Source: an optimization exercise on an open RTL-to-GDS flow (aim: a short achievable clock period and few clock cycles). Production flows keep margins and buffers that such runs may drop. Function was checked by simulation only, so behaviour that the tests miss may differ from the original.

==> job 3744 <==
==> flow/design.v (excerpt) <==
module MCU  (
        input clk,reset,
        input [15:0] data_in,
        input mem_ready,
        output reg [15:0] addr_bus,
        output reg mem_en,write_en,
        output reg [15:0] data_out
    );
    localparam E_RUN = 2'd0;
    localparam E_MUL = 2'd1;
    localparam E_FIX = 2'd2;
    reg [15:0] r[0:7];       
    reg [15:0] ab, dout;
    reg men, wen;
    reg bdat;                
    reg [15:0] nfa;          
    reg [15:0] ir, pcr;      
    reg irv;
    reg [1:0] es;
    reg ev;
    reg [15:0] ire, pce;
    reg [15:0] A, B, PZ;     
    reg [15:0] SA, SB;       
    reg [15:0] MA, MB;       
    reg [15:0] q0, q1, q2, q3;
    reg e_jmp, e_jres, e_mul, e_mem, e_we, e_inc, e_mvredir, e_decpc;
    reg e_wz_alu, e_wz_sh, e_wz_ld, e_wz_en, e_wy_en, e_fl_en, e_sh;
    reg [15:0] waddr;        
    reg [15:0] mtgt;         
    reg [15:0] mnfa1;        
    reg [15:0] mdr;
    reg [2:0] mz;            
    reg m_w, m_rw, m_x1, m_conf, m_dec, m_zpc, m_redir;
    wire bus_free = !men || mem_ready;
    wire [3:0] op = ire[3:0];
    wire [3:0] x = ire[7:4];
    wire [3:0] y = ire[11:8];
    wire [3:0] z = ire[15:12];
    wire [15:0] alu_out, sh_out, mres;
    wire [3:0] alu_flags, sh_flags, mflags;
    ALU alu(.in1(A), .in2(B), .op(op[2:0]), .out(alu_out), .flags(alu_flags));
    SHIFT shift(.in1(SA), .in2(SB), .left(op[2]), .out(sh_out), .flags(sh_flags));
    wire [15:0] q0_n, q1_n, q2_n, q3_n;
    MULROWS mulrows(.in1(MA), .in2(MB), .q0(q0_n), .q1(q1_n), .q2(q2_n), .q3(q3_n));
    MULSUM mulsum(.q0(q0), .q1(q1), .q2(q2), .q3(q3), .out(mres), .flags(mflags));
    wire [15:0] cz = z[3] ? {13'b0, z[2:0]} : PZ;        
    wire jmp_take = (x & r[6][3:0]) == y;
    wire [15:0] binc = B + 16'd1;
    wire [15:0] pzinc = PZ + 16'd1;
    wire [15:0] incval = e_we ? binc : pzinc;
  ...
Settings: LEC_CHECK=0, CAP_MARGIN=30, CORE_MARGIN=2, CORE_UTILIZATION=30, SLEW_MARGIN=30; clock period 12.0 ns.
standard.sh (not shown) runs the stock make flow with config.mk's settings and CLKGATE_MAP_FILE= SYNTH_SCRIPT=/design/flow/synth_recipe.tcl, a recipe that flattens the netlist after the stock synthesis.
==> flow/flow/run.sh <==
#!/bin/bash
# Layout flow: the standard flow (standard.sh, unchanged synthesis), with
# timing repair aimed well below the clock period so that the resizer works on
# the paths that set the achieved period. The SDC is the standard flow's, unchanged.
bash standard.sh SETUP_SLACK_MARGIN=8.5 finish > standard.log 2>&1
==> job 9799 (differences from job 3744) <==
--- a/flow/design.v
+++ b/flow/design.v
@@ -199,20 +199,44 @@
                 | ({16{hz && e_wz_alu}} & alu_out)
                 | ({16{hz && e_wz_sh}} & sh_out)
                 | ({16{hz && !e_wz_alu && !e_wz_sh}} & oth_v)
                 | ({16{hf}} & r6f)
                 | ({16{hl}} & data_in)
                 | ({16{!imm && !hy && !hz && !hf && !hl}} & raw(k));
         end
     endfunction
+    function [15:0] rdm(input [3:0] f);
+        reg [2:0] k;
+        reg imm, kr, hy, hz, hl;
+        begin
+            k = f[2:0];
+            imm = f[3];
+            kr = !imm && k != 3'd4;
+            hy = kr && e_act && e_wy_en && k == y[2:0];
+            hz = kr && e_act && e_wz_en && k == z[2:0] && !hy;
+            hl = kr && ld_act && k == mz && !hy && !hz;
+            rdm = ({16{imm}} & {13'b0, k})
+                | ({16{hy}} & decval)
+                | ({16{hz}} & oth_v)
+                | ({16{hl}} & data_in)
+                | ({16{!imm && !hy && !hz && !hl}} & raw(k));
+        end
+    endfunction
+    function slow(input [3:0] f);
+        slow = !f[3] && e_act && ((e_wz_en && (e_wz_alu || e_wz_sh) && f[2:0] == z[2:0]
+                                   && !(e_wy_en && f[2:0] == y[2:0]))
+                                  || (e_fl_en && f[2:0] == 3'd6));
+    endfunction
     wire [15:0] A_rr = rdf(rx);
     wire [15:0] B_rr = rdf(ry);
     wire [15:0] PZ_rr = rdf({1'b0, rz[2:0]});
     wire [15:0] cz_rr = rz[3] ? {13'b0, rz[2:0]} : PZ_rr;
+    wire [15:0] B_rm = rdm(ry);
+    wire [15:0] cz_rm = rdm(rz);
     wire r_sh = !rop[3] && rop[1:0] == 2'd3;
     wire r_mul = !rop[3] && rop[2:0] == 3'd2;
     wire r_alu = !rop[3] && !r_sh && !r_mul;
     wire r_jmp = rop == 4'd8;
     wire r_load = rop == 4'd9;
     wire r_move = rop == 4'd10;
     wire r_mem = r_move && (rx[0] || rx[1]);
     wire r_zlt7 = rz < 4'd7;
@@ -235,17 +259,18 @@
     wire r_uz = r_jmp || r_load || r_move;
     function reads(input [2:0] k);
         reads = (r_ux && !rx[3] && rx[2:0] == k) || (r_uy && !ry[3] && ry[2:0] == k)
              || (r_uz && (r_load || !rz[3]) && rz[2:0] == k);
     endfunction
     wire mul_haz = (m_w && reads(mz)) || reads(3'd6) || r_jmp;
     wire sq_e = e_redir || m_squash || fix_redir;
     wire e_busy = e_act && e_mul;                    
-    wire r_adv = irv && !sq_e && !e_busy && !m_block && !(r_mem && pend_w) && !(mul2 && mul_haz);
+    wire mem_slow = r_mem && (((rx[0] || rx[1]) && slow(ry)) || (rx[1] && slow(rz)));
+    wire r_adv = irv && !sq_e && !e_busy && !m_block && !(r_mem && pend_w) && !(mul2 && mul_haz) && !mem_slow;
     wire jz_hit = !rz[3] && rz[2:0] == z[2:0];
     wire j_fast = !mul2 && !ld_act && !(e_act && (e_fl_en || (e_wz_en && (z[2:0] == 3'd6 || (jz_hit && !e_wz_ld)))
                                                   || (e_wy_en && (y[2:0] == 3'd6 || (!rz[3] && rz[2:0] == y[2:0])))));
     wire [15:0] j_tgt = rz[3] ? {13'b0, rz[2:0]} : ((e_act && e_wz_ld && jz_hit) ? ld_v : raw(rz[2:0]));
     wire r_redir = r_adv && r_jmp && j_fast && ((rx & r[6][3:0]) == ry);
     wire [3:0] dop = data_in[3:0];
     wire [3:0] dx = data_in[7:4];
     wire [3:0] dy = data_in[11:8];
@@ -268,41 +293,42 @@
     wire fjg_n = f_land && d_i0ok && (r_adv ? r_eok : (!irv && !e_busy));
     wire fj_ok = dop == 4'd8 && fjg_q && dz == {1'b0, rz[2:0]};
     wire [3:0] f6 = r[6][3:0];
     wire fj_go;
     JGO jgo(.w(data_in), .f6(f6), .rz(rz[2:0]), .go(fj_go));
     wire [15:0] fj_tgt = i0_ldv;
     wire redir = sq_e || r_redir;
     wire [15:0] tgt = e_redir ? e_tgt : fix_redir ? fixval : m_squash ? m_tgt : j_tgt;
-    wire f_land = men && !bdat && !redir;
+    wire f_drop = men && !bdat && !redir && irv && !r_adv && !sq_e;
+    wire f_land = men && !bdat && !redir && !f_drop;
     wire fj = f_land && fj_ok;                         
     wire fj_take = men && !bdat && fjg_q && fj_go;
     wire k_next = f_land || (irv && !r_adv && !sq_e);   
     wire d_next = pend_w || (r_adv && r_mem);           
     wire f_ok = !d_next && !(k_next && r_adv && r_mul) && !(e_busy && (f_land || (irv && mul_haz)));
     reg fjt;
     reg [15:0] jt;
     wire [15:0] ab_eff = fjt ? jt : ab;
-    wire [15:0] fa = redir ? tgt : ((men && !bdat) ? ab_eff + 16'd1 : nfa);
+    wire [15:0] fa = redir ? tgt : f_drop ? ab_eff : ((men && !bdat) ? ab_eff + 16'd1 : nfa);
     reg [15:0] ab_n, dout_n;
     reg men_n, wen_n;
     always @(*) begin
         ab_n = fa;
         dout_n = dout;
         men_n = 1'b0;
         wen_n = 1'b0;
         if (pend_w) begin
             ab_n = waddr;
             dout_n = data_in;
             wen_n = 1'b1;
             men_n = 1'b1;
         end else if (r_adv && r_mem) begin
-            ab_n = rx[0] ? B_rr : cz_rr;
-            dout_n = B_rr;
+            ab_n = rx[0] ? B_rm : cz_rm;
+            dout_n = B_rm;
             wen_n = !rx[0];
             men_n = 1'b1;
         end else if (f_ok) begin
             men_n = 1'b1;
         end
     end
     always @(posedge clk or negedge reset) begin
         if (!reset) begin
@@ -400,32 +426,32 @@
                 e_wz_alu <= r_wz_alu;
                 e_wz_sh <= r_wz_sh;
                 e_wz_ld <= r_wz_ld;
                 e_wz_en <= r_wz_alu || r_wz_sh || r_wz_ld || r_wz_mv;
                 e_wy_en <= r_wy_en;
                 e_fl_en <= r_alu || r_sh;
             end
             if (!e_busy) ev <= r_adv;
-            if (men && !bdat) begin
+            if (men && !bdat && !f_drop) begin
                 ir <= data_in;
                 pcr <= ab_eff;
             end
             irv <= (f_land && !fj_ok) || (irv && !r_adv && !sq_e);
             ab <= ab_n;
             fjt <= fj_take;
             fjg_q <= fjg_n;
             jt <= fj_tgt;
             dout <= dout_n;
             men <= men_n;
             wen <= wen_n;
             bdat <= pend_w || (r_adv && r_mem);
             if (pend_w) begin
             end else if (r_adv && r_mem) begin
-                waddr <= cz_rr;
+                waddr <= cz_rm;
                 mtgt <= pcr - 16'd1;
                 mnfa1 <= pcr + 16'd1;
                 mz <= rz[2:0];
                 m_w <= r_readc && r_zdst;
                 m_rw <= rx[0] && rx[1];
                 m_x1 <= rx[1];
                 m_conf <= r_conf;
                 m_dec <= r_dec_conf;
- CORE_UTILIZATION: 30 -> 35
==> job 390 (differences from job 3744) <==
--- a/flow/design.v
+++ b/flow/design.v
@@ -81,41 +81,33 @@
     wire [15:0] d1 = ((q0 & q1) | (q0 & q2) | (q1 & q2)) << 1;
     wire [15:0] s = d0 ^ d1 ^ q3;
     wire [15:0] c = ((d0 & d1) | (d0 & q3) | (d1 & q3)) << 1;
     assign out = s + c;
     wire [15:0] t = s ^ c;
     wire [15:0] g = s | c;
     assign flags = {1'b0, t == {g[14:0], 1'b0}, out[15], out[15] ^ out[14]};
 endmodule
-module JGO(
-        input [15:0] w,
-        input [3:0] f6,
-        input [2:0] rz,
-        output go
-    );
-    wire [3:0] c = (f6 & ~(w[7:4] ^ w[11:8])) | (~f6 & ~w[11:8]);
-    assign go = w[3:0] == 4'd8 && w[15:12] == {1'b0, rz} && (&c);
-endmodule
 module MCU  (
         input clk,reset,
         input [15:0] data_in,
         input mem_ready,
         output reg [15:0] addr_bus,
         output reg mem_en,write_en,
         output reg [15:0] data_out
     );
     localparam E_RUN = 2'd0;
     localparam E_MUL = 2'd1;
     localparam E_FIX = 2'd2;
     reg [15:0] r[0:7];       
     reg [15:0] ab, dout;
     reg men, wen;
     reg bdat;                
     reg [15:0] nfa;          
+    reg issued;
     reg [15:0] ir, pcr;      
     reg irv;
     reg [1:0] es;
     reg ev;
     reg [15:0] ire, pce;
     reg [15:0] A, B, PZ;     
     reg [15:0] SA, SB;       
     reg [15:0] MA, MB;       
@@ -241,53 +233,23 @@
     wire sq_e = e_redir || m_squash || fix_redir;
     wire e_busy = e_act && e_mul;                    
     wire r_adv = irv && !sq_e && !e_busy && !m_block && !(r_mem && pend_w) && !(mul2 && mul_haz);
     wire jz_hit = !rz[3] && rz[2:0] == z[2:0];
     wire j_fast = !mul2 && !ld_act && !(e_act && (e_fl_en || (e_wz_en && (z[2:0] == 3'd6 || (jz_hit && !e_wz_ld)))
                                                   || (e_wy_en && (y[2:0] == 3'd6 || (!rz[3] && rz[2:0] == y[2:0])))));
     wire [15:0] j_tgt = rz[3] ? {13'b0, rz[2:0]} : ((e_act && e_wz_ld && jz_hit) ? ld_v : raw(rz[2:0]));
     wire r_redir = r_adv && r_jmp && j_fast && ((rx & r[6][3:0]) == ry);
-    wire [3:0] dop = data_in[3:0];
-    wire [3:0] dx = data_in[7:4];
-    wire [3:0] dy = data_in[11:8];
-    wire [3:0] dz = data_in[15:12];
-    wire r_wz_any = r_wz_alu || r_wz_sh || r_wz_ld || r_wz_mv;
-    wire i0_w6 = irv && ((r_wz_any && rz[2:0] == 3'd6) || (r_wy_en && ry[2:0] == 3'd6) || r_alu || r_sh);
-    wire i0_bad = irv && (r_mul || r_mem || r_jmp || r_mvredir);
-    wire i0_pe = e_act && ((e_wz_en && z[2:0] == rz[2:0]) || (e_wy_en && y[2:0] == rz[2:0]));
-    wire i0_pe_ld = e_act && e_wz_ld && z[2:0] == rz[2:0] && !(e_wy_en && y[2:0] == rz[2:0]);
-    wire e_w6 = e_act && ((e_wz_en && z[2:0] == 3'd6) || (e_wy_en && y[2:0] == 3'd6) || e_fl_en);
-    wire [15:0] i0_p = i0_pe_ld ? ld_v : raw(rz[2:0]);
-    wire [15:0] i0_ldv = rz[3] ? {rx, ry, i0_p[7:0]} : {i0_p[15:8], rx, ry};
-    wire fj_g = es == E_RUN && !e_busy && !i0_w6 && !i0_bad && !e_w6 && irv && r_wz_ld
-             && !(r_wy_en && ry[2:0] == rz[2:0]) && !(i0_pe && !i0_pe_ld);
-    reg fjg_q;
-    wire d_i0ok = dop == 4'd9 && dz[2:0] != 3'd7 && dz[2:0] != 3'd4 && dz[2:0] != 3'd6;
-    wire r_eok = !(r_wz_any && rz[2:0] == 3'd6) && !(r_wy_en && ry[2:0] == 3'd6) && !r_alu && !r_sh
-              && !r_mul && !r_mem && !r_jmp && !r_mvredir
-              && !(r_wz_any && !r_wz_ld && rz[2:0] == dz[2:0]) && !(r_wy_en && ry[2:0] == dz[2:0]);
-    wire fjg_n = f_land && d_i0ok && (r_adv ? r_eok : (!irv && !e_busy));
-    wire fj_ok = dop == 4'd8 && fjg_q && dz == {1'b0, rz[2:0]};
-    wire [3:0] f6 = r[6][3:0];
-    wire fj_go;
-    JGO jgo(.w(data_in), .f6(f6), .rz(rz[2:0]), .go(fj_go));
-    wire [15:0] fj_tgt = i0_ldv;
     wire redir = sq_e || r_redir;
     wire [15:0] tgt = e_redir ? e_tgt : fix_redir ? fixval : m_squash ? m_tgt : j_tgt;
     wire f_land = men && !bdat && !redir;
-    wire fj = f_land && fj_ok;                         
-    wire fj_take = men && !bdat && fjg_q && fj_go;
     wire k_next = f_land || (irv && !r_adv && !sq_e);   
     wire d_next = pend_w || (r_adv && r_mem);           
     wire f_ok = !d_next && !(k_next && r_adv && r_mul) && !(e_busy && (f_land || (irv && mul_haz)));
-    reg fjt;
-    reg [15:0] jt;
-    wire [15:0] ab_eff = fjt ? jt : ab;
-    wire [15:0] fa = redir ? tgt : ((men && !bdat) ? ab_eff + 16'd1 : nfa);
+    wire [15:0] fa = redir ? tgt : (issued ? nfa + 16'd1 : nfa);
     reg [15:0] ab_n, dout_n;
     reg men_n, wen_n;
     always @(*) begin
         ab_n = fa;
         dout_n = dout;
         men_n = 1'b0;
         wen_n = 1'b0;
         if (pend_w) begin
@@ -307,74 +269,57 @@
     always @(posedge clk or negedge reset) begin
         if (!reset) begin
             mem_en <= 1'b0;
         end else begin
             mem_en <= bus_free ? men_n : men;
         end
     end
     always @(posedge clk) begin
-        addr_bus <= bus_free ? (fj_take ? fj_tgt : ab_n) : ab_eff;
+        addr_bus <= bus_free ? ab_n : ab;
         write_en <= bus_free ? wen_n : wen;
         data_out <= bus_free ? dout_n : dout;
     end
-    reg [15:0] rn [0:7];
-    integer k2;
-    reg s_y, s_z, s_za, s_zs, s_zo, s_f, s_m, s_mf, s_x, s_l, s_h;
-    always @(*) begin
-        for (k2 = 0; k2 < 8; k2 = k2 + 1) begin
-            s_y = e_act && e_wy_en && y[2:0] == k2;
-            s_z = e_act && e_wz_en && z[2:0] == k2 && !s_y;
-            s_za = s_z && e_wz_alu;
-            s_zs = s_z && e_wz_sh;
-            s_zo = s_z && !e_wz_alu && !e_wz_sh;
-            s_f = k2 == 6 && e_act && e_fl_en && !s_y && !s_z;
-            s_m = mul2 && m_w && mz == k2;
-            s_mf = k2 == 6 && mul2 && !s_m;
-            s_x = es == E_FIX && !m_zpc && mz == k2;
-            s_l = ld_act && mz == k2;
-            s_h = !s_y && !s_z && !s_m && !s_x && !s_l;
-            rn[k2] = ({16{s_y}} & decval)
-                   | ({16{s_za}} & alu_out)
-                   | ({16{s_zs}} & sh_out)
-                   | ({16{s_zo}} & oth_v)
-                   | ({16{s_m}} & mres)
-                   | ({16{s_x}} & fixval)
-                   | ({16{s_l}} & data_in)
-                   | ({{12{s_h}}, {4{s_h && !s_f && !s_mf}}} & r[k2])
-                   | ({12'b0, {4{s_f}}} & flv)
-                   | ({12'b0, {4{s_mf}}} & mflags);
-        end
-    end
     integer i;
     always @(posedge clk or negedge reset) begin
         if (!reset) begin
             for (i = 0; i < 8; i = i + 1) r[i] <= 16'h0;
             men <= 1'b0;
             wen <= 1'b0;
             bdat <= 1'b0;
-            fjt <= 1'b0;
-            fjg_q <= 1'b0;
             nfa <= 16'h0;
+            issued <= 1'b0;
             irv <= 1'b0;
             ev <= 1'b0;
             es <= E_RUN;
         end else if (bus_free) begin
-            for (i = 0; i < 8; i = i + 1) if (i != 4) r[i] <= rn[i];
             if (e_act) begin
+                for (i = 0; i < 8; i = i + 1) begin
+                    if (e_wy_en && y[2:0] == i) r[i] <= decval;
+                    else if (e_wz_en && z[2:0] == i) r[i] <= wz_v;
+                    else if (e_fl_en && i == 6) r[i][3:0] <= flv;
+                end
                 if (e_mul) begin
                     q0 <= q0_n;
                     q1 <= q1_n;
                     q2 <= q2_n;
                     q3 <= q3_n;
                     es <= E_MUL;
                 end
             end
-            if (mul2) es <= E_RUN;
-            if (es == E_FIX) es <= E_RUN;
+            if (mul2) begin
+                r[6][3:0] <= mflags;
+                if (m_w) r[mz] <= mres;
+                es <= E_RUN;
+            end
+            if (es == E_FIX) begin
+                if (!m_zpc) r[mz] <= fixval;
+                es <= E_RUN;
+            end
+            if (ld_act) r[mz] <= data_in;
             if (d_rd) mdr <= data_in;
             if (d_last && m_conf) es <= E_FIX;
             if (r_adv) begin
                 ire <= ir;
                 pce <= pcr;
                 A <= A_rr;
                 B <= B_rr;
                 PZ <= PZ_rr;
@@ -402,23 +347,20 @@
                 e_wz_ld <= r_wz_ld;
                 e_wz_en <= r_wz_alu || r_wz_sh || r_wz_ld || r_wz_mv;
                 e_wy_en <= r_wy_en;
                 e_fl_en <= r_alu || r_sh;
             end
             if (!e_busy) ev <= r_adv;
             if (men && !bdat) begin
                 ir <= data_in;
-                pcr <= ab_eff;
+                pcr <= ab;
             end
-            irv <= (f_land && !fj_ok) || (irv && !r_adv && !sq_e);
+            irv <= f_land || (irv && !r_adv && !sq_e);
             ab <= ab_n;
-            fjt <= fj_take;
-            fjg_q <= fjg_n;
-            jt <= fj_tgt;
             dout <= dout_n;
             men <= men_n;
             wen <= wen_n;
             bdat <= pend_w || (r_adv && r_mem);
             if (pend_w) begin
             end else if (r_adv && r_mem) begin
                 waddr <= cz_rr;
                 mtgt <= pcr - 16'd1;
@@ -427,12 +369,18 @@
                 m_w <= r_readc && r_zdst;
                 m_rw <= rx[0] && rx[1];
                 m_x1 <= rx[1];
                 m_conf <= r_conf;
                 m_dec <= r_dec_conf;
                 m_zpc <= r_conf && rz[2:0] == 3'd4;
                 m_redir <= r_dec_pc;
             end
-            if (d_next || !f_ok) nfa <= fa;
+            if (!d_next && f_ok) begin
+                nfa <= fa;
+                issued <= 1'b1;
+            end else if (redir) begin
+                nfa <= tgt;
+                issued <= 1'b0;
+            end
         end
     end
 endmodule
==> summary.txt <==
quantity	job 3744	job 390	job 9799
Combined area of the multi-input logic cells	0.0297 mm²	0.0292 mm²	0.0306 mm²
Post-Place Cells	6,452	6,435	6,320
Sequential cell area	0.0140 mm²	0.0135 mm²	0.0140 mm²
Pre-CTS setup slack	6.75 ns	6.29 ns	6.53 ns
Count of buffer and inverter cells on the critical path	1	2	2
Tap cell instance count	1,876	1,794	1,625
Seq_cells	498	481	498
CP startpoint	SB[0]	A[0]	data_in[6]
Synthesized net count	4,943	5,016	5,071
Proportion of synthesized chip area in sequential cells	33.2%	32.6%	32.6%
Outcome	no timing/DRC/antenna violations	no timing/DRC/antenna violations	no timing/DRC/antenna violations
Fin crit share	32.1%	33.1%	31.5%
Met2 wirelength from detailed routing	102,000 µm	101,000 µm	106,000 µm
Area of the core region	0.139 mm²	0.137 mm²	0.121 mm²
Testbench counts of job 3744, summed over its fixed seeds: cycles 37,929.
Testbench counts of job 9799, summed over its fixed seeds: cycles 38,147.
Testbench counts of job 390, summed over its fixed seeds: cycles 39,285.

[port drivers added, routing unchanged]
Ports are ideal in the flow. The routed layouts listed here were re-timed in OpenROAD. Step 1 assumes that a clkbuf_16 drives the clock port and a buf_2 every other input. Step 2 adds t to the input delays and takes it off the output delays; t is the mean of the earliest and latest rising clock arrival at the registers after step 1. Input paths then give back, and output paths get back, about the clock's delay inside the block. Slacks: ideal / step 1 / step 2; pairs: ideal / step 1.
run	t (ns)	setup WS [ns]	worst register clock-pin slew, ns	pins driven straight from the clock port
job 3744	0.764	8.152 / 8.152 / 7.589	0.07 / 0.07	1
job 9799	0.791	8.218 / 8.204 / 7.484	0.07 / 0.07	1
job 390	0.756	8.023 / 8.023 / 7.407	0.08 / 0.08	1
After both steps every run listed still meets setup and hold. For job 9799, which loses most, drivers alone change the setup slack by -0.014 ns; drivers and shift together by -0.734 ns.
